From an optimization exercise on the open Yosys and OpenROAD flow, aimed at small area and a short achievable clock period; shortcuts taken in it are not production practice.
At most, simulation tests tie the RTL to the original design; equivalence was not proved.
Function not checked in runs 4 and 5: the RTL went through the layout flow alone.
The clock port is modelled as an ideal driver, which makes a skipped or thinned clock tree look cheaper than it is; a real chip needs a root buffer or a tree.
Power and IR drop assume default switching activity.

`design/flow/design.v`:
```
module test_wrapper #(
	parameter SYS_VERSION = 41,
	parameter WIDTH = 16,
	parameter NUM_SUB_MON = 3
)(
	input clk,
	input reset,
	input       [5:0] slave_address,
	input             slave_read,
	input             slave_write,
	input      [31:0] slave_writedata,
	output reg [31:0] slave_readdata,
	output [15:0] dut_a,
	output [15:0] dut_b,
	input  [15:0] dut_out
);
	wire [7:0] we;
	wire [6:0] rs;
	wire       rd_hold;
	host_dec u_host_dec (
		.addr(slave_address), .rd(slave_read), .wr(slave_write),
		.we(we), .rs(rs), .hold(rd_hold)
	);
	reg [31:0] ctrl;
	wire [31:0] ctrl_next = we[0] ? slave_writedata : ctrl;
	reg        fsel;
	reg [15:0] man_a, man_b, set_a, set_b, clr_a, clr_b;
	always @(posedge clk)
		ctrl <= ctrl_next;
	always @(posedge clk) begin
		if (we[1]) fsel  <= slave_writedata[0];
		if (we[2]) man_a <= slave_writedata[15:0];
		if (we[3]) man_b <= slave_writedata[15:0];
		if (we[4]) set_a <= slave_writedata[15:0];
		if (we[5]) set_b <= slave_writedata[15:0];
		if (we[6]) clr_a <= slave_writedata[15:0];
		if (we[7]) clr_b <= slave_writedata[15:0];
	end
	wire rst    = ctrl[0];
	wire en     = ctrl[1];
	wire freeze = ctrl[2];
	reg [31:0] ra, rb;
	reg        rst_d, en_d, zero_d;
	function [31:0] lfsr_step(input [31:0] r);
		lfsr_step = {r[0], r[31], r[30] ^ r[0], r[29:27], r[26] ^ r[0], r[25] ^ r[0], r[24:1]};
	endfunction
	always @(posedge clk) begin
		rst_d <= rst;
		en_d  <= en;
	end
	always @(posedge clk)
		if (rst_d) begin
			ra <= 32'hCAFEF00D;
			rb <= 32'hFEEDC0DE;
		end else if (en_d) begin
			ra <= lfsr_step(ra);
			rb <= lfsr_step(rb);
		end
	localparam S_IDLE = 2'd0, S_READY = 2'd1, S_COUNT = 2'd2, S_DONE = 2'd3;
	reg [1:0] tstate;
	reg [3:0] delay_count;
	reg [3:0] out_count;
	wire dut_zero = ~|dut_out;
	always @(posedge clk)
		if (rst)
			tstate <= S_IDLE;
		else case (tstate)
			S_IDLE : if (dut_zero)   tstate <= S_READY;
			S_READY: if (&out_count) tstate <= S_COUNT;
			S_COUNT: if (dut_zero)   tstate <= S_DONE;
			default:                 tstate <= S_DONE;
		endcase
	always @(posedge clk)
		if (rst)
			delay_count <= 4'hF;
		else if (tstate == S_COUNT)
			delay_count <= delay_count + 1'b1;
	always @(posedge clk)
		if (rst || tstate == S_DONE || fsel)
			out_count <= 4'h0;
		else
			out_count <= out_count + 1'b1;
	reg [15:0] sa_0, sb_0, fa_0, fb_0;
	always @(posedge clk)
		zero_d <= rst || &out_count;
	wire [15:0] a_0 = zero_d ? 16'h0 : ra[15:0];
	wire [15:0] b_0 = zero_d ? 16'h0 : rb[15:0];
	always @(posedge clk)
		if (!fsel) begin
			sa_0 <= a_0 | set_a;
			sb_0 <= b_0 | set_b;
			fa_0 <= sa_0 & ~clr_a;
			fb_0 <= sb_0 & ~clr_b;
		end else begin
			sa_0 <= man_a;
			sb_0 <= man_b;
			fa_0 <= sa_0;
			fb_0 <= sb_0;
		end
	assign dut_a = fa_0;
	assign dut_b = fb_0;
	wire       sel = fa_0[0] & fb_0[0];
	wire [7:0] lo_p = fa_0[7:0] ^ fb_0[7:0];
	wire [7:0] lo_g = fa_0[7:0] & fb_0[7:0];
	wire [8:0] lo_c;
	pfx_carries u_lo_carries (.g(lo_g), .p(lo_p), .c_in(1'b0), .c(lo_c));
	wire [8:0] lo_sum = {lo_c[8], lo_p ^ lo_c[7:0]};
	reg  [7:0] r1_lo, r1_p, r1_g;
	reg        r1_c;
	always @(posedge clk) begin
		r1_lo <= sel ? fb_0[7:0]  : lo_sum[7:0];
		r1_c  <= sel ? 1'b0       : lo_sum[8];
		r1_p  <= sel ? fb_0[15:8] : fa_0[15:8] ^ fb_0[15:8];
		r1_g  <= sel ? 8'h00      : fa_0[15:8] & fb_0[15:8];
	end
	wire [8:0] hi_c;
	pfx_carries u_hi_carries (.g(r1_g), .p(r1_p), .c_in(r1_c), .c(hi_c));
	reg [15:0] ref2;
	always @(posedge clk)
		ref2 <= {r1_p ^ hi_c[7:0], r1_lo};
	wire [15:0] x = dut_out ^ ref2;
	integer i;
	reg [4:0] lzc;
	always @(*) begin
		lzc = 5'd16;
		for (i = 0; i < 16; i = i + 1)
			if (x[i]) lzc = 5'd15 - i;
	end
	reg [4:0] lz1, lz2, lz3, lz4, lz5;
	always @(posedge clk) begin
		lz1 <= lzc;
		lz2 <= lz1;
		lz3 <= lz2;
		lz4 <= lz3;
		lz5 <= lz4;
	end
	reg [3:0] rdy_ctr;
	always @(posedge clk)
		if (rst)
			rdy_ctr <= 4'd0;
		else if (!rdy_ctr[3])
			rdy_ctr <= rdy_ctr + 1'b1;
	wire ready = rdy_ctr[3];
	reg sb_en;
	wire sb_en_next = !ctrl_next[2] && !rst && (rdy_ctr[3] || &rdy_ctr[2:0]);
	always @(posedge clk)
		sb_en <= sb_en_next;
	reg [31:0] data_ctr, error_ctr;
	reg [4:0]  acc, maxacc, minacc;
	reg err_en;
	always @(posedge clk)
		err_en <= sb_en_next && !lz4[4];
	reg [2:0] data_f, error_f;
	wire [3:0] data_ci  = {sb_en  & (&data_f),  sb_en  & (&data_f[1:0]),  sb_en  & data_f[0],  sb_en};
	wire [3:0] error_ci = {err_en & (&error_f), err_en & (&error_f[1:0]), err_en & error_f[0], err_en};
	integer j;
	always @(posedge clk)
		if (rst) begin
			data_ctr  <= 32'h0;
			error_ctr <= 32'h0;
			data_f    <= 3'b000;
			error_f   <= 3'b000;
		end else begin
			for (j = 0; j < 4; j = j + 1) begin
				if (data_ci[j])
					data_ctr[8 * j +: 8] <= data_ctr[8 * j +: 8] + 1'b1;
				if (error_ci[j])
					error_ctr[8 * j +: 8] <= error_ctr[8 * j +: 8] + 1'b1;
			end
			for (j = 0; j < 3; j = j + 1) begin
				data_f[j]  <= &data_ctr[8 * j + 1 +: 7]  & (data_ctr[8 * j]  ^ data_ci[j]);
				error_f[j] <= &error_ctr[8 * j + 1 +: 7] & (error_ctr[8 * j] ^ error_ci[j]);
			end
		end
	always @(posedge clk)
		acc <= ready ? lz5 : 5'd16;
	always @(posedge clk)
		if (rst) begin
			maxacc <= 5'd0;
			minacc <= 5'd16;
		end else if (sb_en) begin
			if (acc > maxacc) maxacc <= acc;
			if (acc < minacc) minacc <= acc;
		end
	wire        done = (tstate == S_DONE);
	wire [31:0] dut_delay = done ? {28'h0, delay_count} : 32'hFFFFFFFF;
	wire [31:0] sysver = SYS_VERSION;
	wire [31:0] maxacc_w = {26'h0, maxacc[4], 1'b0, maxacc[3:0]};
	wire [31:0] minacc_w = {26'h0, minacc[4], 1'b0, minacc[3:0]};
	wire [31:0] rd_next;
	genvar gb;
	generate
		for (gb = 0; gb < 32; gb = gb + 1) begin: rdbit
			wire n_cd, n_de, n_mm, n_sv;
			cell_aoi22 u_cd (.a1(rs[0]), .a2(ctrl[gb]), .b1(rs[2]), .b2(dut_delay[gb]), .y(n_cd));
			cell_aoi22 u_de (.a1(rs[3]), .a2(data_ctr[gb]), .b1(rs[4]), .b2(error_ctr[gb]), .y(n_de));
			if (gb == 4 || gb > 5) begin: narrow
				wire n_h;
				cell_nand2 u_h (.a(rd_hold), .b(slave_readdata[gb]), .y(n_h));
				cell_nand3 u_y (.a(n_cd), .b(n_de), .c(n_h), .y(rd_next[gb]));
			end else begin: wide
				wire n_mh;
				cell_aoi22 u_mm (.a1(rs[5]), .a2(maxacc_w[gb]), .b1(rs[6]), .b2(minacc_w[gb]), .y(n_mm));
				if ((SYS_VERSION >> gb) & 1) begin: sv1
					cell_aoi21 u_sv (.a1(rd_hold), .a2(slave_readdata[gb]), .b(rs[1]), .y(n_mh));
				end else begin: sv0
					cell_nand2 u_sv (.a(rd_hold), .b(slave_readdata[gb]), .y(n_mh));
				end
				cell_nand4 u_y (.a(n_cd), .b(n_de), .c(n_mm), .d(n_mh), .y(rd_next[gb]));
			end
		end
	endgenerate
	always @(posedge clk)
		slave_readdata <= rd_next;
endmodule
module pfx_carries (
	input  [7:0] g,
	input  [7:0] p,
	input        c_in,
	output [8:0] c
);
	wire [7:0] gl [0:3];
	wire [7:0] pl [0:3];
	wire       g0;
	pfx_g u_cin (.gh(g[0]), .ph(p[0]), .gl(c_in), .g(g0));
	assign gl[0] = {g[7:1], g0};
	assign pl[0] = p;
	genvar l, k;
	generate
		for (l = 0; l < 3; l = l + 1) begin: lvl
			for (k = 0; k < 8; k = k + 1) begin: bt
				if (k & (1 << l)) begin: node
					pfx_g u_g (
						.gh(gl[l][k]), .ph(pl[l][k]), .gl(gl[l][((k >> l) << l) - 1]),
						.g(gl[l + 1][k])
					);
					if (((k >> (l + 1)) << (l + 1)) != 0 && l < 2) begin: prop
						pfx_p u_p (
							.ph(pl[l][k]), .pl(pl[l][((k >> l) << l) - 1]),
							.p(pl[l + 1][k])
						);
					end else begin: noprop
						assign pl[l + 1][k] = 1'b0;
					end
				end else begin: pass
					assign gl[l + 1][k] = gl[l][k];
					assign pl[l + 1][k] = pl[l][k];
				end
			end
		end
	endgenerate
	assign c = {gl[3], c_in};
endmodule
module pfx_g (
	input  gh, ph, gl,
	output g
);
	assign g = gh | (ph & gl);
endmodule
module pfx_p (
	input  ph, pl,
	output p
);
	assign p = ph & pl;
endmodule
module host_dec (
	input  [5:0] addr,
	input        rd,
	input        wr,
	output [7:0] we,
	output [6:0] rs,
	output       hold
);
	wire writing = wr & ~rd;
	wire reading = rd & ~wr;
	assign we = {8{writing}} & {addr == 6'h28, addr == 6'h24, addr == 6'h20, addr == 6'h1C,
	                          addr == 6'h18, addr == 6'h14, addr == 6'h10, addr == 6'h00};
	assign rs = {7{reading}} & {addr == 6'h3C, addr == 6'h38, addr == 6'h34, addr == 6'h30,
	                          addr == 6'h2C, addr == 6'h04, addr == 6'h00};
	assign hold = ~|rs;
endmodule
module cell_aoi22 (input a1, a2, b1, b2, output y);
	assign y = ~((a1 & a2) | (b1 & b2));
endmodule
module cell_aoi21 (input a1, a2, b, output y);
	assign y = ~((a1 & a2) | b);
endmodule
module cell_nand2 (input a, b, output y);
	assign y = ~(a & b);
endmodule
module cell_nand3 (input a, b, c, output y);
	assign y = ~(a & b & c);
endmodule
module cell_nand4 (input a, b, c, d, output y);
	assign y = ~(a & b & c & d);
endmodule
```
`design/flow/flow/run.sh`:
```
#!/bin/bash
set -euo pipefail
here=$(cd "$(dirname "$0")" && pwd)
export BUFFER_PORTS_ARGS="-buffer_cell sky130_fd_sc_hd__buf_2"
export CTS_ARGS="-sink_clustering_enable -repair_clock_nets -dont_use_dummy_load -sink_clustering_size 25 -sink_clustering_max_diameter 100"
export PRE_CTS_TCL="$here/cts_root.tcl"
export FLOW_CLOCK_PORT=clk
bash standard.sh > make.log 2>&1
```
`design/flow/flow/cts_root.tcl`:
```
rename clock_tree_synthesis my_tritoncts
proc clock_tree_synthesis { args } {
  my_tritoncts {*}$args
  my_drop_root_buffer
}

proc my_drop_root_buffer { } {
  set block [ord::get_db_block]
  set port_net [$block findNet $::env(FLOW_CLOCK_PORT)]
  set roots {}
  foreach it [$port_net getITerms] { lappend roots $it }
  if { [llength $roots] != 1 } { puts "drop_root: port drives [llength $roots] pins, kept"; return }
  set rit [lindex $roots 0]
  set root [$rit getInst]
  if { ![string match "sky130_fd_sc_hd__clkbuf_*" [[$root getMaster] getName]] } { puts "drop_root: no root buffer"; return }
  set root_net "NULL"
  foreach it [$root getITerms] {
    if { [$it isOutputSignal] } { set root_net [$it getNet] }
  }
  set loads {}
  foreach it [$root_net getITerms] {
    if { [$it isOutputSignal] } { continue }
    if { ![string match "sky130_fd_sc_hd__clkbuf_*" [[[$it getInst] getMaster] getName]] } {
      puts "drop_root: root drives a non-buffer, kept"; return
    }
    lappend loads $it
  }
  if { [llength $loads] > 4 } { puts "drop_root: root drives [llength $loads] buffers, kept"; return }
  foreach it $loads {
    $it disconnect
    $it connect $port_net
  }
  foreach it [$root getITerms] { $it disconnect }
  odb::dbInst_destroy $root
  odb::dbNet_destroy $root_net
  puts "drop_root: the clock port drives [llength $loads] buffers directly"
}
```
`design/flow/standard.sh`:
```
#!/bin/bash
# synth_recipe.tcl (not shown) runs the flow's synth.tcl, then flattens the netlist and writes it again
# the make line also repeats each setting of config.mk as NAME=value (left out here)
make -C /OpenROAD-flow-scripts/flow DESIGN_CONFIG=/design/flow/config.mk WORK_HOME=/design/flow/orfs CLKGATE_MAP_FILE= SYNTH_SCRIPT=/design/flow/synth_recipe.tcl "${@:-finish}"
```
`design/flow/config.mk`:
```
export PLATFORM = sky130hd
export DESIGN_NAME = test_wrapper
export DESIGN_NICKNAME = test_wrapper
export VERILOG_FILES = /design/flow/design.v
export SDC_FILE = /design/flow/constraint.sdc
export NUM_CORES = 4
export LEC_CHECK = 0
export ABC_AREA = 1
export CAP_MARGIN = 20
export CORE_MARGIN = 2
export CORE_UTILIZATION = 40
export SETUP_SLACK_MARGIN = 1.4
export SLEW_MARGIN = 20
export SYNTH_HIERARCHICAL = 1
```
`design/flow/constraint.sdc`:
```
create_clock -name core_clock -period 3.0 [get_ports {clk}]
set_input_delay 0.6000 -clock core_clock [delete_from_list [all_inputs] [get_ports {clk}]]
set_output_delay 0.6000 -clock core_clock [all_outputs]
set_load 0.01 [all_outputs]
```
==> results of run 1 <==
==> per-stage QoR <==
stage	power [uW]	hold slack [ps]	instances	setup WS, ps
2_1_floorplan	6864	309.6	1935	702.3
3_3_place_gp	7073	311.7	2595	723.2
3_5_place_dp	7085	312.1	2595	676.9
4_1_cts	10120	335.1	2625	1401
5_1_grt	10420	340.7	2645	1300
6_report	10030	329.0	2647	1406
==> worst max-delay path by stage <==
stage	start	endpoint	cells past startpoint
finish	slave_address[0]	ctrl[25]$_DFFE_PP_	5
global route	sb_en$_DFF_P_	data_ctr[30]$_SDFFE_PP0P_	10
CTS	fb_0[5]$_DFF_P_	dut_b[5]	1
detailed placement	slave_address[3]	slave_readdata[26]$_DFF_P_	11
global placement	slave_address[3]	slave_readdata[30]$_DFF_P_	11
floorplan	slave_address[1]	err_en$_DFF_P_	5
==> repair_timing <==
item | CTS | global route
gates cloned | 1 | 5
pin swaps | 6 | 27
endpoints found under the setup margin | 214 | 131
resized for setup | 39 | 89
buffers inserted | 8 | 15
==> cell type report <==
class                      count  area [um^2]  share of cell area [%]
timing repair buffer         163         1199                   5.988
clock buffer                  21        525.5                   2.625
multi-input combinational   1186         6167                   30.81
inverter                     231        887.1                   4.432
sequential                   458        10500                   52.44
timing repair inverter         1        5.005                 0.02500
antenna                        2        5.005                 0.02500
tap                          585        732.0                   3.656
==> critical path, delay by kind of cell <==
kind | cells | cell delay, ps
buffers and inverters | 2 | 380
and+or+nand+nor | 3 | 660
==> where the power goes <==
part	switching (uW)	internal, uW
clock network	1810	1260
registers	59.6	6460
logic	259	181
total	2130	7900
==> sequential cells by signal (all words and copies together), names as in the netlist, 32 cells and up <==
register        flops
error_ctr          32
data_ctr           32
ra                 32
slave_readdata     32
ctrl               32
rb                 32
==> metal layers <==
layer,track usage [%],up-vias,part of all wire [%]
li1,-,6428,-
met1,22.99,5920,46
met2,28.56,209,47
met3,2.412,48,4.5
met4,3.569,6,1.8
met5,0,-,0.093
==> impl_metrics.tcl, run 1 <==
set metrics [dict create \
    outcome "timing/DRC/antenna clean" \
    boundaryPins 122 \
    fin_crit_sh_pct 53.13 \
    wl_per_cell_um 15.11 \
    r2r_cells 6 \
    area_growth_syn_to_layout_pct 14.94 \
    final_common_cell "nand2_1" \
    placed_area_um2 18730 \
    peakVddDrop_v 0.0003978 \
    grt_pass1_wl_um 60540 \
    r2r-start "acc[0]$_SDFF_PN0_" \
    drive_above_1_share_pct 15.29 \
    whs_path_depth 0 \
    tns_ps 0 \
    grt_pass1_vias 11580 \
    path_max_fanout 31 \
    core.rowCount 76 \
    drt_iter0_drc 762 \
    hold_end "lz2[0]$_DFF_P_" \
    finalSetupViolations 0 \
    clk_pin_slew_ps 100 \
    io_buffers 120 \
    vias 12610 \
    synth_area_um2 17420 \
    track_usage_pct 16.85 \
    worstSetupPathType "in -> reg" \
    synth_cells 1934 \
    worstReg2RegEnd "maxacc[2]$_SDFFE_PP0P_" \
    cpPeakStageDelay_ps 320 \
    utilization_pct 46.57 \
    cts_sinks 458 \
    final_cell_mix "511 x nand2_1, 302 x dfxtp_1, 214 x inv_1" \
    slowest_stage "nor3_4" \
    min_period_ps 1594 \
    clkLatencyLatePin_ps 430 \
    start_kind "input port" \
    routed_wl_um 39980 \
    grt_max_degree 65 \
    routed_via_density 4.764 \
    antenna_found_initial 4 \
    cts_hold_buf 0 \
    drv_slew 0 \
    hold_class "reg -> reg" \
    path_cells "buf_2, nor2_4, nand3_2, nor3_4, buf_12" \
    cp-end-kind "flop" \
    start_util_pct 40.52 \
    fmax_mhz 627.5 \
    fin_area_um2 20020 \
    die_w_um 212.7 \
    worst_pin_slew_ps 611.3 \
    die_h_um 212.7 \
    dieArea_um2 45230 \
    dpl.hpwl_um 26170 \
    core_area_um2 42980 \
    relSlewSlack_pct 59.03 \
    drcViolationCount 0 \
    grt_setup_unrepaired "true" \
    reg2reg_slack_ps 1420 \
    fillers 4099 \
    leakage_uw 0.008524 \
    arrival_ps 1670 \
    gp_congestion 0.8352 \
    yosys_warnings 8 \
    max_cap_viol_count 0 \
    firstDrtPassIters 5 \
    ant_nets 0 \
    skew_ps 67.40 \
    num-nets-final 2157 \
    worstHoldStart "lz1[0]$_SDFF_PP0_" \
    gr-total-overflow 0 \
    p_per_area_nw_per_um2 501.0 \
    required_ps 3080 \
    hold_viol 0 \
    syn-mean-instance-area_um2 9.006 \
]
==> run 2: changes to the inputs <==
==> design/flow/flow/run.sh (replaced) <==
#!/bin/bash
set -euo pipefail
here=$(cd "$(dirname "$0")" && pwd)
export BUFFER_PORTS_ARGS="-buffer_cell sky130_fd_sc_hd__buf_2"
export CTS_ARGS="-sink_clustering_enable -repair_clock_nets -dont_use_dummy_load -sink_clustering_size 20 -sink_clustering_max_diameter 80"
export PRE_CTS_TCL="$here/cts_root.tcl"
export FLOW_CLOCK_PORT=clk
bash standard.sh > make.log 2>&1
==> impl_metrics.tcl, run 2 <==
set metrics [dict create \
    outcome "timing/DRC/antenna clean" \
    start_util_pct 40.52 \
    routed_wl_um 39350 \
    core.rowCount 76 \
    start_kind "flop" \
    min_period_ps 1662 \
    hold_class "reg -> reg" \
    die_w_um 212.7 \
    cpPeakStageDelay_ps 370 \
    p_per_area_nw_per_um2 515.5 \
    grt_setup_unrepaired "true" \
    r2r-start "acc[0]$_SDFF_PN0_" \
    clk_pin_slew_ps 80 \
    grt_max_degree 65 \
    track_usage_pct 16.94 \
    fin_crit_sh_pct 55.39 \
    syn-mean-instance-area_um2 9.006 \
    boundaryPins 122 \
    clkLatencyLatePin_ps 450 \
    grt_pass1_vias 11620 \
    antenna_found_initial 4 \
    dieArea_um2 45230 \
    required_ps 2400 \
    crit_family "flip-flops" \
    peakVddDrop_v 0.0004747 \
    crit_buf_inv 2 \
    path_cells "buf_6, buf_6" \
    max_cap_viol_count 0 \
    relSlewSlack_pct 58.73 \
    dp_cells 2595 \
    cts_sinks 458 \
    cts_hold_buf 0 \
    leakage_uw 0.008550 \
    drcViolationCount 0 \
    routed_via_density 4.739 \
    finalSetupViolations 0 \
    die_h_um 212.7 \
    worst_pin_slew_ps 619.1 \
    drt_iter0_drc 725 \
    core_area_um2 42980 \
    num-nets-final 2164 \
    final_common_cell "nand2_1" \
    io_buffers 120 \
    final_cell_mix "513 x nand2_1, 294 x dfxtp_1, 215 x inv_1" \
    cp-end-kind "primary output" \
    yosys_warnings 8 \
    tns_ps 0 \
    wl_per_cell_um 14.82 \
    arrival_ps 1060 \
    hold_viol 0 \
    synth_cells 1934 \
    holdWs_ps 325.6 \
    slowest_stage "dfxtp_4" \
    ant_nets 0 \
    vias 12580 \
    firstDrtPassIters 5 \
    dpl.hpwl_um 26170 \
    crit_top_cell "buf_6" \
    path_max_fanout 2 \
    area_growth_syn_to_layout_pct 15.55 \
    worstSetupPathType "reg -> out" \
    layout.cells.non_filler 2654 \
    skew_ps 88.91 \
    drive_above_1_share_pct 15.72 \
    synth_area_um2 17420 \
    grt_pass1_wl_um 60690 \
    gr-total-overflow 0 \
    drv_slew 0 \
    fmax_mhz 601.8 \
    gp_congestion 0.8352 \
    worstHoldStart "lz2[2]$_DFF_P_" \
    fillers 4111 \
    worstSetupStartpoint "fa_0[0]$_DFF_P_" \
]
run 2: layout make-up:
type	count	area (um^2)	area share (%)
antenna	2	5.005	0.02487
timing repair buffer	164	1165	5.788
inverter	231	889.6	4.420
clock buffer	27	675.6	3.357
sequential	458	10510	52.22
tap	585	732.0	3.637
timing repair inverter	1	5.005	0.02487
multi-input combinational	1186	6143	30.53
run 2: report_power, final:
part	leakage, uW	internal (uW)	switching, uW
Sequential	0.00388	6460	59.1
Clock	0.000333	1590	1840
Combinational	0.00433	171	250
Total	0.00855	8220	2150
run 2: final timing paths:
check                                               to  depth (start not counted)  slack [ps]
worst min register to register          lz3[2]$_DFF_P_                          0         330
worst max-delay path                          dut_a[0]                          2        1340
worst min-delay path                    lz3[2]$_DFF_P_                          0         330
worst max register to register  maxacc[2]$_SDFFE_PP0P_                          6        1420
run 2: timing repair:
| item | 4_1_cts | 5_1_grt |
|---|---|---|
| gates cloned | 1 | 3 |
| setup endpoints to repair | 203 | 134 |
| pin swaps | 6 | 18 |
| endpoints found under the hold margin | 0 | 0 |
| buffers inserted | 11 | 15 |
| gates resized for setup | 39 | 93 |
run 2: metal layers:
metal  share of wire, %  vias to the layer above  GRT usage (%)
li1                   -                     6452              -
met1                 46                     5854          22.98
met2                 48                      212          28.61
met3                4.5                       52          2.559
met4                1.8                        6          3.834
met5              0.094                        -              0
run 2: through the flow:
stage,instance area [um^2],total power [uW],worst slack [ps],utilization [%]
after floorplan,17540,6864,702.3,-
after global placement,18730,7073,723.2,43.58
after detailed placement,18730,7085,676.9,43.58
after CTS,19710,10500,1368,45.85
after global routing,20120,10780,1283,46.81
final,20130,10370,1338,46.82
==> run 3: changes to the inputs <==
==> design/flow/flow/run.sh (replaced) <==
#!/bin/bash
set -euo pipefail
here=$(cd "$(dirname "$0")" && pwd)
export BUFFER_PORTS_ARGS="-buffer_cell sky130_fd_sc_hd__buf_2"
export CTS_ARGS="-sink_clustering_enable -repair_clock_nets -dont_use_dummy_load -sink_clustering_size 30 -sink_clustering_max_diameter 60"
export PRE_CTS_TCL="$here/cts_root.tcl"
export FLOW_CLOCK_PORT=clk
bash standard.sh > make.log 2>&1
==> impl_metrics.tcl, run 3 <==
set metrics [dict create \
    outcome "timing/DRC/antenna clean" \
    tns_ps 0 \
    dieArea_um2 45230 \
    fmax_mhz 629.2 \
    clkLatencyLatePin_ps 480 \
    core.rowCount 76 \
    area_growth_syn_to_layout_pct 16.33 \
    drive_above_1_share_pct 15.94 \
    antenna_found_initial 4 \
    p_int_uw 8276 \
    cts_sinks 458 \
    grt_pass1_wl_um 60890 \
    gp_congestion 0.8352 \
    drt_iter0_drc 713 \
    hold_class "reg -> reg" \
    worstReg2RegEnd "data_ctr[31]$_SDFFE_PP0P_" \
    worstSetupPathType "reg -> out" \
    io_buffers 120 \
    peakVddDrop_v 0.0004308 \
    leakage_uw 0.008632 \
    worstHoldStart "r1_lo[6]$_DFF_P_" \
    dpl.hpwl_um 26170 \
    gr-total-overflow 0 \
    firstDrtPassIters 5 \
    clockPowerShare_pct 33.5 \
    required_ps 2400 \
    max_cap_viol_count 0 \
    cp-end-kind "primary output" \
    slowest_stage "dfxtp_4" \
    crit_buf_inv 1 \
    drcViolationCount 0 \
    die_w_um 212.7 \
    track_usage_pct 16.95 \
    r2r-start "sb_en$_DFF_P_" \
    min_period_ps 1589 \
    cpPeakStageDelay_ps 400 \
    routed_via_density 4.740 \
    p_comb_share_pct 4.0 \
    final_cell_mix "515 x nand2_1, 293 x dfxtp_1, 215 x inv_1" \
    p_sw_uw 2172 \
    start_util_pct 40.52 \
    boundaryPins 122 \
    hold_viol 0 \
    arrival_ps 990 \
    num-nets-final 2173 \
    fillers 4084 \
    clk_pin_slew_ps 100 \
    routed_wl_um 39420 \
    r2r_cells 10 \
    path_cells "buf_6" \
    syn-mean-instance-area_um2 9.006 \
    drv_slew 0 \
    start_kind "flop" \
    skew_ps 89.33 \
    synth_area_um2 17420 \
    die_h_um 212.7 \
    p_per_area_nw_per_um2 515.7 \
    holdWs_ps 311.3 \
    relSlewSlack_pct 59.05 \
    worst_pin_slew_ps 614.2 \
    placed_area_um2 18730 \
    ant_nets 0 \
    grt_setup_unrepaired "true" \
    whs_path_depth 0 \
    p_sw_share_pct 20.79 \
    synth_cells 1934 \
    grt_pass1_vias 11680 \
    cts_hold_buf 0 \
    power_uw 10450 \
    reg2reg_slack_ps 1430 \
    fin_crit_sh_pct 52.98 \
    core_area_um2 42980 \
    crit_family "flip-flops" \
    grt_max_degree 65 \
    wl_per_cell_um 14.80 \
    vias 12620 \
    finalSetupViolations 0 \
    hold_end "ref2[6]$_DFF_P_" \
    seqPwrFrac_pct 62.4 \
    fin_area_um2 20260 \
    final_common_cell "nand2_1" \
    yosys_warnings 8 \
    path_max_fanout 2 \
]
run 3: layer usage:
| metal | global-route usage (%) | wire length (um) | vias up |
|---|---|---|---|
| met1 | 22.87 | 18260 | 5898 |
| li1 | - | - | 6462 |
| met5 | 0 | 37 | - |
| met4 | 3.931 | 763 | 6 |
| met2 | 28.80 | 18670 | 203 |
| met3 | 2.486 | 1687 | 54 |
run 3: through the flow:
stage	utilization, %	cells	worst slack (ps)
6_report	47.14	2663	1411
5_1_grt	47.13	2661	1316
4_1_cts	46.07	2634	1382
3_5_place_dp	43.58	2595	676.9
3_3_place_gp	43.58	2595	723.2
2_1_floorplan	-	1935	702.3
run 3: timing repair:
action,4_1_cts,5_1_grt
hold endpoints to repair,0,0
resized for setup,69,73
cloned,1,2
pin swaps,7,16
setup endpoints to repair,209,109
buffers inserted,10,25
run 3: worst max-delay path by stage:
| stage | cells past startpoint | end | start | slack, ps |
|---|---|---|---|---|
| 2_1_floorplan | 5 | err_en$_DFF_P_ | slave_address[1] | 700 |
| 3_3_place_gp | 11 | slave_readdata[30]$_DFF_P_ | slave_address[3] | 720 |
| 3_5_place_dp | 11 | slave_readdata[26]$_DFF_P_ | slave_address[3] | 680 |
| 4_1_cts | 1 | dut_a[0] | fa_0[0]$_DFF_P_ | 1380 |
| 5_1_grt | 10 | data_ctr[30]$_SDFFE_PP0P_ | sb_en$_DFF_P_ | 1320 |
| 6_report | 1 | dut_a[0] | fa_0[0]$_DFF_P_ | 1410 |
run 3: cell type report:
type / instances / area, um^2 / share of cell area (%)
timing repair buffer: 173 / 1305 / 6.441
multi-input combinational: 1186 / 6117 / 30.19
tap: 585 / 732.0 / 3.613
inverter: 231 / 887.1 / 4.378
sequential: 458 / 10510 / 51.89
clock buffer: 28 / 700.7 / 3.458
antenna: 2 / 5.005 / 0.02470
run 3: power groups by stage:
| stage | Sequential, uW | Clock [uW] | Combinational, uW |
|---|---|---|---|
| after floorplan | 6690 | 0 | 170 |
| after global placement | 6670 | 0 | 406 |
| after detailed placement | 6670 | 0 | 417 |
| after CTS | 6520 | 3630 | 423 |
| after global routing | 6530 | 3830 | 474 |
| final | 6520 | 3510 | 423 |
==> run 4: changes to the inputs <==
--- a/design/flow/design.v
+++ b/design/flow/design.v
@@ -153,9 +153,12 @@
 	reg [2:0] data_f, error_f;
 	wire [3:0] data_ci  = {sb_en  & (&data_f),  sb_en  & (&data_f[1:0]),  sb_en  & data_f[0],  sb_en};
 	wire [3:0] error_ci = {err_en & (&error_f), err_en & (&error_f[1:0]), err_en & error_f[0], err_en};
+	reg rst_cnt;
+	always @(posedge clk)
+		rst_cnt <= ctrl_next[0];
 	integer j;
 	always @(posedge clk)
-		if (rst) begin
+		if (rst_cnt) begin
 			data_ctr  <= 32'h0;
 			error_ctr <= 32'h0;
 			data_f    <= 3'b000;
==> design/flow/flow/run.sh (replaced) <==
#!/bin/bash
set -euo pipefail
here=$(cd "$(dirname "$0")" && pwd)
export BUFFER_PORTS_ARGS="-buffer_cell sky130_fd_sc_hd__buf_2"
export CTS_ARGS="-sink_clustering_enable -repair_clock_nets -dont_use_dummy_load -sink_clustering_size 30 -sink_clustering_max_diameter 80"
export PRE_CTS_TCL="$here/cts_root.tcl"
export FLOW_CLOCK_PORT=clk
bash standard.sh > make.log 2>&1
--- a/design/flow/config.mk
+++ b/design/flow/config.mk
@@ -8,7 +8,7 @@
 export ABC_AREA = 1
 export CAP_MARGIN = 20
 export CORE_MARGIN = 2
-export CORE_UTILIZATION = 40
+export CORE_UTILIZATION = 55
 export SETUP_SLACK_MARGIN = 1.4
 export SLEW_MARGIN = 20
 export SYNTH_HIERARCHICAL = 1
==> impl_metrics.tcl, run 4 <==
set metrics [dict create \
    p_sw_uw 2091 \
    grt_max_degree 65 \
    start_kind "input port" \
    synth_area_um2 17400 \
    path_cells "clkbuf_4, nand2_1, inv_2, nand2_2, nor2_4, nor2_1, nand2_1, nor2_4, buf_12, buf_12, nand2_1, nand3_1" \
    cp-end-kind "flop" \
    gr-total-overflow 0 \
    grt_pass1_wl_um 60920 \
    worstSetupPathType "in -> reg" \
    boundaryPins 122 \
    drive_above_1_share_pct 14.99 \
    tns_ps 0 \
    crit_family "simple AND/OR/NAND/NOR gates" \
    ant_nets 0 \
    synth_cells 1927 \
    clkLatencyLatePin_ps 430 \
    vias 12460 \
    skew_ps 60.25 \
    p_comb_share_pct 4.1 \
    outcome "timing/DRC/antenna clean" \
    core_area_um2 31310 \
    area_growth_syn_to_layout_pct 12.82 \
    antenna_found_initial 5 \
    yosys_warnings 8 \
    hold_class "reg -> reg" \
    die_w_um 181.9 \
    hold_viol 0 \
    dpl.hpwl_um 26090 \
    fillers 2734 \
    slowest_stage "nor2_4" \
    fin_crit_sh_pct 52.78 \
    clk_pin_slew_ps 100 \
    syn-mean-instance-area_um2 9.029 \
    clockPowerShare_pct 30.5 \
    core.rowCount 65 \
    crit_top_cell "nand2_1" \
    arrival_ps 1920 \
    wl_per_cell_um 15.50 \
    final_common_cell "nand2_1" \
    seqPwrFrac_pct 65.4 \
    worst_pin_slew_ps 594.6 \
    routed_via_density 5.068 \
    drv_slew 0 \
    cpPeakStageDelay_ps 200 \
    final_cell_mix "514 x nand2_1, 303 x dfxtp_1, 211 x inv_1" \
    track_usage_pct 22.86 \
    grt_setup_unrepaired "true" \
    p_per_area_nw_per_um2 508.5 \
    p_int_uw 7890 \
    routed_wl_um 38100 \
    crit_buf_inv 4 \
    start_util_pct 55.56 \
    grt_pass1_vias 11700 \
    path_max_fanout 12 \
    drt_iter0_drc 824 \
    firstDrtPassIters 5 \
    relSlewSlack_pct 60.36 \
    finalSetupViolations 0 \
    num-nets-final 2152 \
    utilization_pct 62.69 \
    holdWs_ps 336.3 \
    io_buffers 120 \
    max_cap_viol_count 0 \
    p_sw_share_pct 20.95 \
    cts_sinks 458 \
    gp_congestion 0.8226 \
    peakVddDrop_v 0.0004371 \
    drcViolationCount 0 \
    leakage_uw 0.008462 \
    die_h_um 181.9 \
    dieArea_um2 33070 \
    min_period_ps 1583 \
    required_ps 3340 \
    power_uw 9980 \
    fmax_mhz 631.5 \
]
==> run 4: through the flow <==
stage,std cells,setup WS (ps),cell area (um^2)
after global routing,2457,1357,19630
final,2458,1417,19630
after floorplan,1928,702.3,17530
after global placement,2406,203.7,18490
after CTS,2435,1401,19160
after detailed placement,2406,186.4,18490
==> run 4: cell type report <==
cell class                 instances  area, um^2  area share, %
antenna                            1       2.502        0.01275
clock buffer                      21       525.5          2.677
inverter                         227       878.3          4.475
multi-input combinational       1183        6126          31.21
sequential                       458       10490          53.46
tap                              402       503.0          2.563
timing repair buffer             165        1091          5.559
timing repair inverter             1       7.507        0.03825
==> run 4: path summary, 6_finish.rpt <==
check | startpoint | end | slack [ps] | cells past startpoint
setup / recovery | slave_address[5] | slave_readdata[16]$_DFF_P_ | 1420 | 12
hold / removal | lz2[2]$_DFF_P_ | lz3[2]$_DFF_P_ | 340 | 0
setup reg to reg | maxacc[4]$_SDFFE_PP0P_ | maxacc[4]$_SDFFE_PP0P_ | 1450 | 9
hold reg to reg | lz2[2]$_DFF_P_ | lz3[2]$_DFF_P_ | 340 | 0
==> run 4: timing repair <==
item,CTS,global route
gates cloned,0,2
endpoints found under the setup margin,124,149
setup buffers,8,20
resized for setup,22,84
hold buffers,0,0
pin swaps,5,16
==> run 4: power groups by stage <==
| stage | registers (uW) | logic [uW] | clock network [uW] |
|---|---|---|---|
| after floorplan | 6690 | 170 | 0 |
| final | 6520 | 411 | 3050 |
| after detailed placement | 6670 | 405 | 0 |
| after CTS | 6520 | 408 | 3130 |
| after global routing | 6540 | 460 | 3330 |
| after global placement | 6670 | 393 | 0 |
==> run 4: per-layer routing <==
metal / wire length (um) / global-route usage, % / part of all wire, % / vias up
li1: - / - / - / 6420
met1: 17750 / 31.06 / 47 / 5828
met2: 18300 / 39.54 / 48 / 154
met3: 1433 / 3.369 / 3.8 / 47
met4: 565 / 3.968 / 1.5 / 8
met5: 48 / 0 / 0.13 / -
==> run 5: changes to the inputs <==
--- a/design/flow/config.mk
+++ b/design/flow/config.mk
@@ -8,7 +8,7 @@
 export ABC_AREA = 1
 export CAP_MARGIN = 20
 export CORE_MARGIN = 2
-export CORE_UTILIZATION = 55
+export CORE_UTILIZATION = 40
 export SETUP_SLACK_MARGIN = 1.4
 export SLEW_MARGIN = 20
 export SYNTH_HIERARCHICAL = 1
==> impl_metrics.tcl, run 5 <==
set metrics [dict create \
    outcome "timing/DRC/antenna clean" \
    cpPeakStageDelay_ps 340 \
    required_ps 3290 \
    r2r-start "minacc[2]$_SDFFE_PP0P_" \
    crit_buf_inv 1 \
    die_w_um 212.6 \
    final_cell_mix "512 x nand2_1, 293 x dfxtp_1, 211 x inv_1" \
    drcViolationCount 0 \
    fmax_mhz 615.0 \
    boundaryPins 122 \
    relSlewSlack_pct 52.64 \
    core_area_um2 42980 \
    firstDrtPassIters 5 \
    worstSetupStartpoint "minacc[2]$_SDFFE_PP0P_" \
    grt_setup_unrepaired "true" \
    drt_iter0_drc 733 \
    core.rowCount 76 \
    worstSetupPathType "reg -> reg" \
    area_growth_syn_to_layout_pct 15.79 \
    path_max_fanout 5 \
    leakage_uw 0.008607 \
    syn-mean-instance-area_um2 9.029 \
    track_usage_pct 17.26 \
    post-place-ws_ps 757.9 \
    setup_ws_ps 1374 \
    antenna_found_initial 7 \
    synth_cells 1927 \
    vias 12580 \
    finalSetupViolations 0 \
    crit_family "compound AO/OA/AOI/OAI gates" \
    start_kind "flop" \
    gp_congestion 0.8372 \
    grt_pass1_vias 11750 \
    start_util_pct 40.48 \
    num-nets-final 2160 \
    crit_top_cell "a21oi_1" \
    dp_cells 2588 \
    wl_per_cell_um 15.18 \
    final_common_cell "nand2_1" \
    worstHoldStart "lz4[0]$_DFF_P_" \
    clk_pin_slew_ps 100 \
    hold_class "reg -> reg" \
    arrival_ps 1920 \
    skew_ps 73.55 \
    slowest_stage "dfxtp_1" \
    ant_nets 0 \
    yosys_warnings 8 \
    fin_crit_sh_pct 54.20 \
    p_per_area_nw_per_um2 499.2 \
    grt_max_degree 68 \
    peakVddDrop_v 0.0003471 \
    die_h_um 212.6 \
    drv_slew 0 \
    worst_pin_slew_ps 710.3 \
    gr-total-overflow 0 \
    holdWs_ps 294.3 \
    cts_sinks 458 \
    layout.cells.non_filler 2650 \
    max_cap_viol_count 0 \
    routed_wl_um 40220 \
    io_buffers 120 \
    cp-end-kind "flop" \
    dieArea_um2 45180 \
    routed_via_density 4.746 \
    clkLatencyLatePin_ps 440 \
    hold_viol 0 \
    path_cells "inv_1, ha_1, a21oi_1, o21a_1, nand3_4, o21ai_0, a21oi_1" \
    tns_ps 0 \
    synth_area_um2 17400 \
    utilization_pct 46.87 \
    drive_above_1_share_pct 16.34 \
    grt_pass1_wl_um 62150 \
    dpl.hpwl_um 26590 \
    min_period_ps 1626 \
]
[run 5: worst register-to-register path: stages (launching register included)]
cell	delay [ps]
dfxtp_1	340
inv_1	70
ha_1	320
a21oi_1	170
o21a_1	230
nand3_4	120
o21ai_0	210
a21oi_1	60
[run 5: metal layers]
layer / wire, um / up-vias / track usage, %
met5: 66 / - / 0
met4: 488 / 10 / 2.580
met3: 1767 / 44 / 2.777
met2: 18840 / 182 / 28.80
met1: 19060 / 5903 / 24.08
li1: - / 6437 / -
[run 5: final timing paths]
kind,to,slack (ps),cells past startpoint
setup reg to reg,minacc[3]$_SDFFE_PP0P_,1370,7
hold / removal,lz5[0]$_DFF_P_,290,0
hold reg to reg,lz5[0]$_DFF_P_,290,0
setup / recovery,minacc[3]$_SDFFE_PP0P_,1370,7
[run 5: layout make-up]
type                    count  area [um^2]
clock buffers              22        550.5
flip-flops and latches    458        10520
multi-input cells        1184         6241
repair buffers            171         1214
repair inverters            1        5.005
fillers                  4052        22840
well taps                 585        732.0
diodes                      2        5.005
inverters                 227        880.8
[run 5: where the power goes]
part           switching (uW)  internal [uW]  leakage, uW
Sequential               62.5           6460      0.00388
Clock                    1780           1310     0.000271
Combinational             259            180      0.00445
[run 5: through the flow]
stage | total power (uW) | area [um^2]
floorplan | 6863 | 17530
global placement | 7076 | 18710
detailed placement | 7085 | 18710
CTS | 10150 | 19540
global route | 10450 | 20140
finish | 10060 | 20140
[run 5: what timing repair did]
item	4_1_cts	5_1_grt
gates resized for setup	45	109
setup buffers	12	21
endpoints found under the setup margin	206	107
pin swaps	7	29
hold buffers	0	0
endpoints found under the hold margin	0	0
gates cloned	1	4
==> run 6: changes to the inputs <==
--- a/design/flow/design.v
+++ b/design/flow/design.v
@@ -153,12 +153,9 @@
 	reg [2:0] data_f, error_f;
 	wire [3:0] data_ci  = {sb_en  & (&data_f),  sb_en  & (&data_f[1:0]),  sb_en  & data_f[0],  sb_en};
 	wire [3:0] error_ci = {err_en & (&error_f), err_en & (&error_f[1:0]), err_en & error_f[0], err_en};
-	reg rst_cnt;
-	always @(posedge clk)
-		rst_cnt <= ctrl_next[0];
 	integer j;
 	always @(posedge clk)
-		if (rst_cnt) begin
+		if (rst) begin
 			data_ctr  <= 32'h0;
 			error_ctr <= 32'h0;
 			data_f    <= 3'b000;
==> impl_metrics.tcl, run 6 <==
set metrics [dict create \
    outcome "timing/DRC/antenna clean" \
    routed_via_density 4.724 \
    worstHoldStart "r1_lo[1]$_DFF_P_" \
    dpl.hpwl_um 26170 \
    fmax_mhz 635.8 \
    vias 12530 \
    start_kind "flop" \
    hold_end "ref2[1]$_DFF_P_" \
    arrival_ps 1890 \
    min_period_ps 1573 \
    die_h_um 212.7 \
    fillers 4136 \
    final_common_cell "nand2_1" \
    cp-end-kind "flop" \
    wl_per_cell_um 14.82 \
    antenna_found_initial 4 \
    final_cell_mix "513 x nand2_1, 309 x dfxtp_1, 215 x inv_1" \
    placed_area_um2 18730 \
    power_uw 9922 \
    grt_setup_unrepaired "true" \
    gr-total-overflow 0 \
    grt_max_degree 65 \
    die_w_um 212.7 \
    drv_slew 0 \
    p_per_area_nw_per_um2 497.7 \
    clkLatencyLatePin_ps 420 \
    regArea_um2 10480 \
    r2r-start "acc[0]$_SDFF_PN0_" \
    core_area_um2 42980 \
    ant_nets 0 \
    worstSetupPathType "reg -> reg" \
    synth_area_um2 17420 \
    drcViolationCount 0 \
    clk_pin_slew_ps 110 \
    max_cap_viol_count 0 \
    routed_wl_um 39290 \
    tns_ps 0 \
    track_usage_pct 16.80 \
    area_growth_syn_to_layout_pct 14.47 \
    yosys_warnings 8 \
    utilization_pct 46.38 \
    r2r_cells 6 \
    core.rowCount 76 \
    hold_viol 0 \
    drt_iter0_drc 662 \
    multiInputGateArea_um2 6150 \
    io_buffers 120 \
    peakVddDrop_v 0.0003701 \
    required_ps 3320 \
    whs_path_depth 0 \
    grt_pass1_wl_um 60380 \
    worstReg2RegEnd "maxacc[2]$_SDFFE_PP0P_" \
    worstSetupStartpoint "acc[0]$_SDFF_PN0_" \
    worst_pin_slew_ps 642.0 \
    synth_cells 1934 \
    fin_area_um2 19940 \
    syn-mean-instance-area_um2 9.006 \
    cts_hold_buf 0 \
    start_util_pct 40.52 \
    finalSetupViolations 0 \
    boundaryPins 122 \
    hold_class "reg -> reg" \
    num-nets-final 2162 \
    gp_congestion 0.8352 \
    drive_above_1_share_pct 14.82 \
    firstDrtPassIters 5 \
    path_max_fanout 5 \
    leakage_uw 0.008474 \
    skew_ps 78.05 \
    grt_pass1_vias 11550 \
    dieArea_um2 45230 \
    fin_crit_sh_pct 52.43 \
    cts_sinks 458 \
    relSlewSlack_pct 56.96 \
    reg2reg_slack_ps 1430 \
]
==> run 6: critical path: stages, from the launching register on <==
cell,delay [ps]
dfxtp_1,430
inv_1,80
ha_1,320
a41oi_2,300
nand2_4,110
o21ai_1,160
a21oi_1,70
==> run 6: power breakdown <==
part           total, uW  internal [uW]  switching (uW)
combinational        422            171             251
sequential          6520           6460            59.4
clock               2980           1200            1780
==> run 6: repair_timing <==
action | CTS | global route
gates cloned | 1 | 3
pin swaps | 6 | 18
endpoints found under the setup margin | 206 | 105
buffers inserted | 6 | 25
gates resized for setup | 30 | 74
==> run 6: layer usage <==
| metal | share of wire (%) | wire length (um) | track usage [%] | vias to the layer above |
|---|---|---|---|---|
| met4 | 2.0 | 798 | 3.955 | 6 |
| met5 | 0.094 | 37 | 0 | - |
| met3 | 4.2 | 1660 | 2.339 | 57 |
| met1 | 46 | 18180 | 22.83 | 5860 |
| li1 | - | - | - | 6432 |
| met2 | 47 | 18610 | 28.43 | 174 |
==> run 6: cell type report <==
class                   count  share of cell area, %
clock buffers              20                  2.510
well taps                 585                  3.671
diodes                      2                0.02510
repair inverters            1                0.02510
inverters                 231                  4.462
flip-flops and latches    458                  52.59
repair buffers            169                  5.874
multi-input cells        1186                  30.85
==> run 6: per-stage QoR <==
stage	worst slack [ps]	instances	hold slack [ps]
after floorplan	702.3	1935	309.6
after global placement	723.2	2595	311.7
after detailed placement	676.9	2595	312.1
after CTS	1402	2622	312.2
after global routing	1353	2650	320.1
final	1427	2652	306.1
==> run 6: how the worst max path moves through the flow <==
stage	to	slack [ps]	cells past startpoint
2_1_floorplan	err_en$_DFF_P_	700	5
3_3_place_gp	slave_readdata[30]$_DFF_P_	720	11
3_5_place_dp	slave_readdata[26]$_DFF_P_	680	11
4_1_cts	dut_b[3]	1400	1
5_1_grt	error_ctr[30]$_SDFFE_PP0P_	1350	11
6_report	maxacc[2]$_SDFFE_PP0P_	1430	6
==> run 7: changes to the inputs <==
--- a/design/flow/config.mk
+++ b/design/flow/config.mk
@@ -8,7 +8,7 @@
 export ABC_AREA = 1
 export CAP_MARGIN = 20
 export CORE_MARGIN = 2
-export CORE_UTILIZATION = 40
+export CORE_UTILIZATION = 50
 export SETUP_SLACK_MARGIN = 1.4
 export SLEW_MARGIN = 20
 export SYNTH_HIERARCHICAL = 1
==> impl_metrics.tcl, run 7 <==
set metrics [dict create \
    outcome "timing/DRC/antenna clean" \
    cts_sinks 458 \
    start_util_pct 50.54 \
    crit_end "slave_readdata[3]$_DFF_P_" \
    drive_above_1_share_pct 15.01 \
    cts_hold_buf 0 \
    relSlewSlack_pct 47.15 \
    area_growth_syn_to_layout_pct 14.30 \
    start_kind "input port" \
    grt_pass1_vias 11790 \
    grt_max_degree 65 \
    drcViolationCount 0 \
    skew_ps 45.96 \
    seqPwrFrac_pct 65.3 \
    core.rowCount 68 \
    p_comb_share_pct 4.4 \
    dpl.hpwl_um 26310 \
    wl_per_cell_um 15.32 \
    hold_viol 0 \
    worstSetupStartpoint "slave_address[0]" \
    required_ps 3280 \
    fin_crit_sh_pct 54.80 \
    r2r_cells 8 \
    p_per_area_nw_per_um2 501.7 \
    path_cells "buf_2, nor2_4, buf_4, nand2_4, nor2_4, nor2_1, nand2_1, nor2_4, buf_12, buf_4, a21oi_2, nand2_1, inv_1, nand2_1" \
    max_cap_viol_count 0 \
    p_sw_share_pct 20.87 \
    p_int_uw 7904 \
    dieArea_um2 36340 \
    leakage_uw 0.008608 \
    drt_iter0_drc 801 \
    p_sw_uw 2084 \
    core_area_um2 34460 \
    antenna_found_initial 4 \
    slowest_stage "buf_4" \
    holdWs_ps 334.9 \
    routed_wl_um 38760 \
    fmax_mhz 608.3 \
    path_depth 14 \
    arrival_ps 1930 \
    power_uw 9988 \
    reg2reg_slack_ps 1420 \
    peakVddDrop_v 0.0004352 \
    utilization_pct 57.77 \
    io_buffers 120 \
    drv_slew 0 \
    synth_cells 1934 \
    yosys_warnings 8 \
    num-nets-final 2169 \
    worst_pin_slew_ps 791.6 \
    crit_buf_inv 5 \
    ant_nets 0 \
    track_usage_pct 20.93 \
    hold_class "reg -> reg" \
    r2r-start "acc[3]$_SDFF_PN0_" \
    tns_ps 0 \
    die_w_um 190.6 \
    clockPowerShare_pct 30.3 \
    gp_congestion 0.8190 \
    crit_family "simple AND/OR/NAND/NOR gates" \
    boundaryPins 122 \
    clkLatencyLatePin_ps 410 \
    grt_pass1_wl_um 60820 \
    cp-end-kind "flop" \
    finalSetupViolations 0 \
    fin_area_um2 19910 \
    final_cell_mix "515 x nand2_1, 313 x dfxtp_1, 216 x inv_1" \
    synth_area_um2 17420 \
    worstReg2RegEnd "maxacc[1]$_SDFFE_PP0P_" \
    vias 12590 \
    worstSetupPathType "in -> reg" \
    min_period_ps 1644 \
    firstDrtPassIters 5 \
    clk_pin_slew_ps 100 \
    die_h_um 190.6 \
    cpPeakStageDelay_ps 140 \
    grt_setup_unrepaired "true" \
    final_common_cell "nand2_1" \
    path_max_fanout 7 \
    routed_via_density 4.976 \
    placed_area_um2 18610 \
    syn-mean-instance-area_um2 9.006 \
    gr-total-overflow 0 \
]
-- run 7: repair_timing --
action	CTS	global route
endpoints found under the hold margin	0	0
resized for setup	20	84
pin swaps	7	23
endpoints found under the setup margin	150	120
buffers inserted	7	23
cloned	0	5
-- run 7: worst min-delay path by stage --
stage | from | endpoint | slack [ps] | cells after the start
2_1_floorplan | lz1[0]$_SDFF_PP0_ | lz2[0]$_DFF_P_ | 310 | 0
3_3_place_gp | lz2[2]$_DFF_P_ | lz3[2]$_DFF_P_ | 310 | 0
3_5_place_dp | r1_lo[7]$_DFF_P_ | ref2[7]$_DFF_P_ | 310 | 0
4_1_cts | lz2[1]$_DFF_P_ | lz3[1]$_DFF_P_ | 340 | 0
5_1_grt | lz4[3]$_DFF_P_ | lz5[3]$_DFF_P_ | 340 | 0
6_report | lz3[0]$_DFF_P_ | lz4[0]$_DFF_P_ | 330 | 0
-- run 7: power by group through the flow --
stage               Sequential [uW]  Clock (uW)  Combinational (uW)
global route                   6540        3330                 487
global placement               6670           0                 400
finish                         6520        3030                 435
CTS                            6530        3140                 413
detailed placement             6670           0                 409
floorplan                      6690           0                 170
-- run 7: cell type report --
cell class                      count  area (um^2)
Antenna cell                        4        10.01
Clock buffer                       21        525.5
Fill cell                        3156        14550
Inverter                          231        879.6
Multi-Input combinational cell   1187         6177
Sequential cell                   458        10480
Tap cell                          455        569.3
Timing Repair Buffer              175         1267
-- run 7: per-layer routing --
layer | share of wire, % | wire length, um | global-route usage, %
met1 | 47 | 18180 | 29.67
met2 | 47 | 18070 | 34.70
met3 | 4.8 | 1849 | 2.797
met4 | 1.7 | 650 | 3.727
met5 | 0.034 | 13 | 0
-- run 7: stage by stage --
step / setup slack, ps / cells
6_report: 1356 / 2531
5_1_grt: 1271 / 2528
4_1_cts: 1302 / 2499
3_5_place_dp: 693.0 / 2471
3_3_place_gp: 744.2 / 2471
2_1_floorplan: 702.3 / 1935
==> run 8: changes to the inputs <==
==> design/flow/flow/run.sh (replaced) <==
#!/bin/bash
set -euo pipefail
here=$(cd "$(dirname "$0")" && pwd)
export BUFFER_PORTS_ARGS="-buffer_cell sky130_fd_sc_hd__buf_2"
export CTS_ARGS="-sink_clustering_enable -repair_clock_nets -dont_use_dummy_load -sink_clustering_size 25 -sink_clustering_max_diameter 80"
export PRE_CTS_TCL="$here/cts_root.tcl"
export FLOW_CLOCK_PORT=clk
bash standard.sh > make.log 2>&1
--- a/design/flow/config.mk
+++ b/design/flow/config.mk
@@ -8,7 +8,7 @@
 export ABC_AREA = 1
 export CAP_MARGIN = 20
 export CORE_MARGIN = 2
-export CORE_UTILIZATION = 50
+export CORE_UTILIZATION = 40
 export SETUP_SLACK_MARGIN = 1.4
 export SLEW_MARGIN = 20
 export SYNTH_HIERARCHICAL = 1
==> impl_metrics.tcl, run 8 <==
set metrics [dict create \
    p_per_area_nw_per_um2 507.6 \
    peakVddDrop_v 0.0005737 \
    drv_slew 0 \
    hold_viol 0 \
    dp_cells 2595 \
    boundaryPins 122 \
    post-place-ws_ps 676.9 \
    cp-end-kind "primary output" \
    grt_setup_unrepaired "true" \
    worstSetupPathType "reg -> out" \
    core_area_um2 42980 \
    crit_family "flip-flops" \
    outcome "timing/DRC/antenna clean" \
    gr-total-overflow 0 \
    die_h_um 212.7 \
    num-nets-final 2154 \
    path_cells "buf_4" \
    clkLatencyLatePin_ps 440 \
    cts_sinks 458 \
    cts_hold_buf 0 \
    regArea_um2 10500 \
    start_kind "flop" \
    yosys_warnings 8 \
    vias 12610 \
    path_max_fanout 3 \
    syn-mean-instance-area_um2 9.006 \
    max_cap_viol_count 0 \
    track_usage_pct 16.86 \
    fin_crit_sh_pct 51.91 \
    grt_pass1_wl_um 60550 \
    finalSetupViolations 0 \
    dpl.hpwl_um 26170 \
    min_period_ps 1557 \
    slowest_stage "dfxtp_4" \
    arrival_ps 960 \
    clk_pin_slew_ps 90 \
    start_util_pct 40.52 \
    area_growth_syn_to_layout_pct 14.48 \
    synth_area_um2 17420 \
    layout.cells.non_filler 2644 \
    skew_ps 87.03 \
    grt_pass1_vias 11650 \
    die_w_um 212.7 \
    drt_iter0_drc 693 \
    setup_ws_ps 1443 \
    relSlewSlack_pct 58.97 \
    routed_via_density 4.767 \
    multiInputGateArea_um2 6147 \
    dieArea_um2 45230 \
    tns_ps 0 \
    routed_wl_um 39230 \
    core.rowCount 76 \
    leakage_uw 0.008458 \
    drive_above_1_share_pct 15.07 \
    final_cell_mix "512 x nand2_1, 302 x dfxtp_1, 215 x inv_1" \
    grt_max_degree 65 \
    final_common_cell "nand2_1" \
    io_buffers 120 \
    fillers 4132 \
    hold_class "reg -> reg" \
    crit_buf_inv 1 \
    drcViolationCount 0 \
    wl_per_cell_um 14.84 \
    worst_pin_slew_ps 615.5 \
    antenna_found_initial 4 \
    firstDrtPassIters 5 \
    cpPeakStageDelay_ps 370 \
    synth_cells 1934 \
    gp_congestion 0.8352 \
    ant_nets 0 \
    fmax_mhz 642.1 \
    required_ps 2400 \
]
run 8: cell count changes in the layout (fill, tap and decap cells not counted), moves of 3 or more:
cell / change
nand2_1: -3
o21ai_1: +6
buf_4: -10
nand2_2: +5
buf_6: -3
nand2_4: -3
dfxtp_1: -11
o21ai_0: -5
nor2_4: -3
nor2_2: +3
dfxtp_2: +10
run 8: worst paths after layout:
check / from / endpoint / slack [ps] / cells after the start
max: fb_0[0]$_DFF_P_ / dut_b[0] / 1440 / 1
max reg2reg: sb_en$_DFF_P_ / data_ctr[30]$_SDFFE_PP0P_ / 1460 / 10
min reg2reg: r1_lo[0]$_DFF_P_ / ref2[0]$_DFF_P_ / 300 / 0
min: r1_lo[0]$_DFF_P_ / ref2[0]$_DFF_P_ / 300 / 0
run 8: per-stage QoR:
stage               power [uW]  cell area [um^2]  utilization [%]  hold slack, ps
CTS                      10230             19600            45.61           303.6
detailed placement        7085             18730            43.58           312.1
finish                   10120             19940            46.39           303.5
global placement          7073             18730            43.58           311.7
floorplan                 6864             17540                -           309.6
global route             10500             19930            46.38           315.3
run 8: timing repair:
item	CTS	global route
hold endpoints to repair	0	0
resized for setup	33	84
setup endpoints to repair	203	127
pin swaps	7	19
gates cloned	1	3
buffers inserted	12	8
run 8: routing by layer:
layer,track usage (%),wire length [um],vias up
li1,-,-,6421
met1,22.78,18040,5899
met4,4.220,852,6
met3,2.442,1875,56
met5,0,37,-
met2,28.51,18420,223
run 8: cell type report:
| class | count | share of cell area (%) |
|---|---|---|
| antenna | 2 | 0.02510 |
| clock buffer | 23 | 2.887 |
| inverter | 231 | 4.449 |
| multi-input combinational | 1186 | 30.83 |
| sequential | 458 | 52.64 |
| tap | 585 | 3.671 |
| timing repair buffer | 158 | 5.472 |
| timing repair inverter | 1 | 0.02510 |
run 8: power by group:
part | total [uW] | leakage (uW) | internal, uW | switching [uW]
clock network | 3180 | 0.000283 | 1370 | 1810
registers | 6520 | 0.00388 | 6460 | 58.9
logic | 423 | 0.00429 | 171 | 253
total | 10100 | 0.00846 | 8000 | 2120
==> run 9: changes to the inputs <==
--- a/design/flow/config.mk
+++ b/design/flow/config.mk
@@ -9,6 +9,6 @@
 export CAP_MARGIN = 20
 export CORE_MARGIN = 2
 export CORE_UTILIZATION = 40
-export SETUP_SLACK_MARGIN = 1.4
+export SETUP_SLACK_MARGIN = 1.45
 export SLEW_MARGIN = 20
 export SYNTH_HIERARCHICAL = 1
==> impl_metrics.tcl, run 9 <==
set metrics [dict create \
    drive_above_1_share_pct 19.02 \
    tns_ps 0 \
    io_buffers 120 \
    required_ps 3340 \
    leakage_uw 0.008841 \
    grt_pass1_wl_um 61750 \
    drv_slew 0 \
    start_util_pct 40.52 \
    arrival_ps 1890 \
    fin_area_um2 20860 \
    fmax_mhz 647.2 \
    final_cell_mix "503 x nand2_1, 284 x dfxtp_1, 208 x inv_1" \
    p_per_area_nw_per_um2 488.5 \
    cp-end-kind "flop" \
    hold_viol 0 \
    peakVddDrop_v 0.0004697 \
    dieArea_um2 45230 \
    routed_via_density 4.758 \
    min_period_ps 1545 \
    final_common_cell "nand2_1" \
    num-nets-final 2195 \
    outcome "timing/DRC/antenna clean" \
    die_w_um 212.7 \
    hold_class "reg -> reg" \
    r2r-start "maxacc[4]$_SDFFE_PP0P_" \
    drt_iter0_drc 716 \
    worstHoldStart "lz4[2]$_DFF_P_" \
    max_cap_viol_count 0 \
    clk_pin_slew_ps 90 \
    area_growth_syn_to_layout_pct 19.79 \
    ant_nets 0 \
    hold_end "lz5[2]$_DFF_P_" \
    worst_pin_slew_ps 600.6 \
    gr-total-overflow 0 \
    core.rowCount 76 \
    drcViolationCount 0 \
    finalSetupViolations 0 \
    vias 12780 \
    synth_cells 1934 \
    power_uw 10190 \
    boundaryPins 122 \
    track_usage_pct 17.13 \
    grt_setup_unrepaired "true" \
    yosys_warnings 8 \
    cts_sinks 458 \
    clkLatencyLatePin_ps 440 \
    placed_area_um2 18770 \
    dpl.hpwl_um 26230 \
    worstSetupPathType "in -> reg" \
    reg2reg_slack_ps 1510 \
    antenna_found_initial 5 \
    firstDrtPassIters 4 \
    routed_wl_um 40700 \
    start_kind "input port" \
    worstReg2RegEnd "maxacc[1]$_SDFFE_PP0P_" \
    r2r_cells 9 \
    grt_pass1_vias 11730 \
    fin_crit_sh_pct 51.51 \
    wl_per_cell_um 15.16 \
    relSlewSlack_pct 59.96 \
    die_h_um 212.7 \
    grt_max_degree 65 \
    core_area_um2 42980 \
    synth_area_um2 17420 \
    syn-mean-instance-area_um2 9.006 \
    gp_congestion 0.8136 \
    path_max_fanout 5 \
    whs_path_depth 0 \
    skew_ps 79.42 \
]
[run 9: report_power, final]
| part | leakage (uW) | total (uW) | internal (uW) | switching [uW] |
|---|---|---|---|---|
| logic | 0.00467 | 479 | 209 | 270 |
| registers | 0.00389 | 6520 | 6460 | 62.6 |
| clock network | 0.000283 | 3190 | 1370 | 1830 |
[run 9: what timing repair did]
action | 4_1_cts | 5_1_grt
gates resized for setup | 119 | 114
hold buffers | 0 | 0
setup buffers | 28 | 26
setup endpoints to repair | 243 | 123
gates cloned | 3 | 6
pin swaps | 17 | 38
[run 9: routing by layer]
metal	up-vias	wire, um	GRT usage (%)
li1	6522	-	-
met1	6024	18970	23.08
met2	190	19260	29.11
met3	35	1769	2.868
met4	4	670	3.472
met5	-	28	0
[run 9: metrics by stage]
stage          utilization (%)  worst slack (ps)  cells  hold WS, ps
3_3_place_gp             43.68             703.3   2597        311.5
6_report                 48.54              1455   2685        325.9
5_1_grt                  48.53              1350   2683        329.7
3_5_place_dp             43.68             684.0   2597        312.1
4_1_cts                  46.71              1432   2651        328.5
2_1_floorplan                -             702.3   1935        309.6
[run 9: worst max path at each step]
| stage | depth (start not counted) | endpoint | slack, ps | from |
|---|---|---|---|---|
| finish | 13 | slave_readdata[5]$_DFF_P_ | 1450 | slave_address[1] |
| global route | 11 | error_ctr[30]$_SDFFE_PP0P_ | 1350 | err_en$_DFF_P_ |
| CTS | 1 | dut_a[0] | 1430 | fa_0[0]$_DFF_P_ |
| detailed placement | 11 | slave_readdata[21]$_DFF_P_ | 680 | slave_address[2] |
| global placement | 11 | slave_readdata[15]$_DFF_P_ | 700 | slave_address[3] |
| floorplan | 5 | err_en$_DFF_P_ | 700 | slave_address[1] |
[run 9: critical path, cell delays in order]
cell	delay (ps)
buf_4	140
nor2_4	200
nand2_4	100
nor2_4	120
nor2_2	50
nand2_2	80
nor2_4	50
buf_12	140
buf_8	130
a21oi_2	120
nand2_1	50
inv_1	60
nand2_1	50
[run 9: final cells by class]
class / instances / area [um^2]
antenna: 2 / 5.005
clock buffer: 23 / 575.6
fill: 4070 / 22120
inverter: 231 / 908.4
multi-input combinational: 1187 / 6384
sequential: 458 / 10540
tap: 585 / 732.0
timing repair buffer: 198 / 1712
timing repair inverter: 1 / 7.507

==> re-timing with driven ports <==
The results above use ideal ports. As a check the final layouts listed here were re-extracted and re-timed, cells and wires unchanged. Step 1, drivers: a clkbuf_16 drives clk and a buf_2 each remaining input, both assumed. Step 2 moves the port delays by t, midway between the first and last clock arrival at a register: inputs arrive t later, outputs are due t later. That takes back most of the time a late clock gives input paths. a / b / c = no drivers / after step 1 / after step 2; a / b = the first two.
| run | shift t [ns] | setup slack, ns | cell pins on the clock port's net |
|---|---|---|---|
| run 1 | 0.468 | 1.406 / 1.367 / 0.984 | 2 |
| run 2 | 0.482 | 1.338 / 1.266 / 1.041 | 2 |
| run 3 | 0.496 | 1.411 / 1.339 / 1.011 | 2 |
| run 4 | 0.461 | 1.417 / 1.377 / 0.972 | 2 |
| run 5 | 0.477 | 1.374 / 1.367 / 0.969 | 2 |
| run 6 | 0.454 | 1.427 / 1.368 / 1.080 | 2 |
| run 7 | 0.456 | 1.356 / 1.323 / 0.931 | 2 |
| run 8 | 0.469 | 1.443 / 1.371 / 1.041 | 2 |
| run 9 | 0.477 | 1.455 / 1.383 / 1.020 | 2 |
After both steps every run listed still meets setup and hold. For run 4, which loses most, drivers alone change the setup slack by -0.040 ns; drivers and shift together by -0.445 ns.
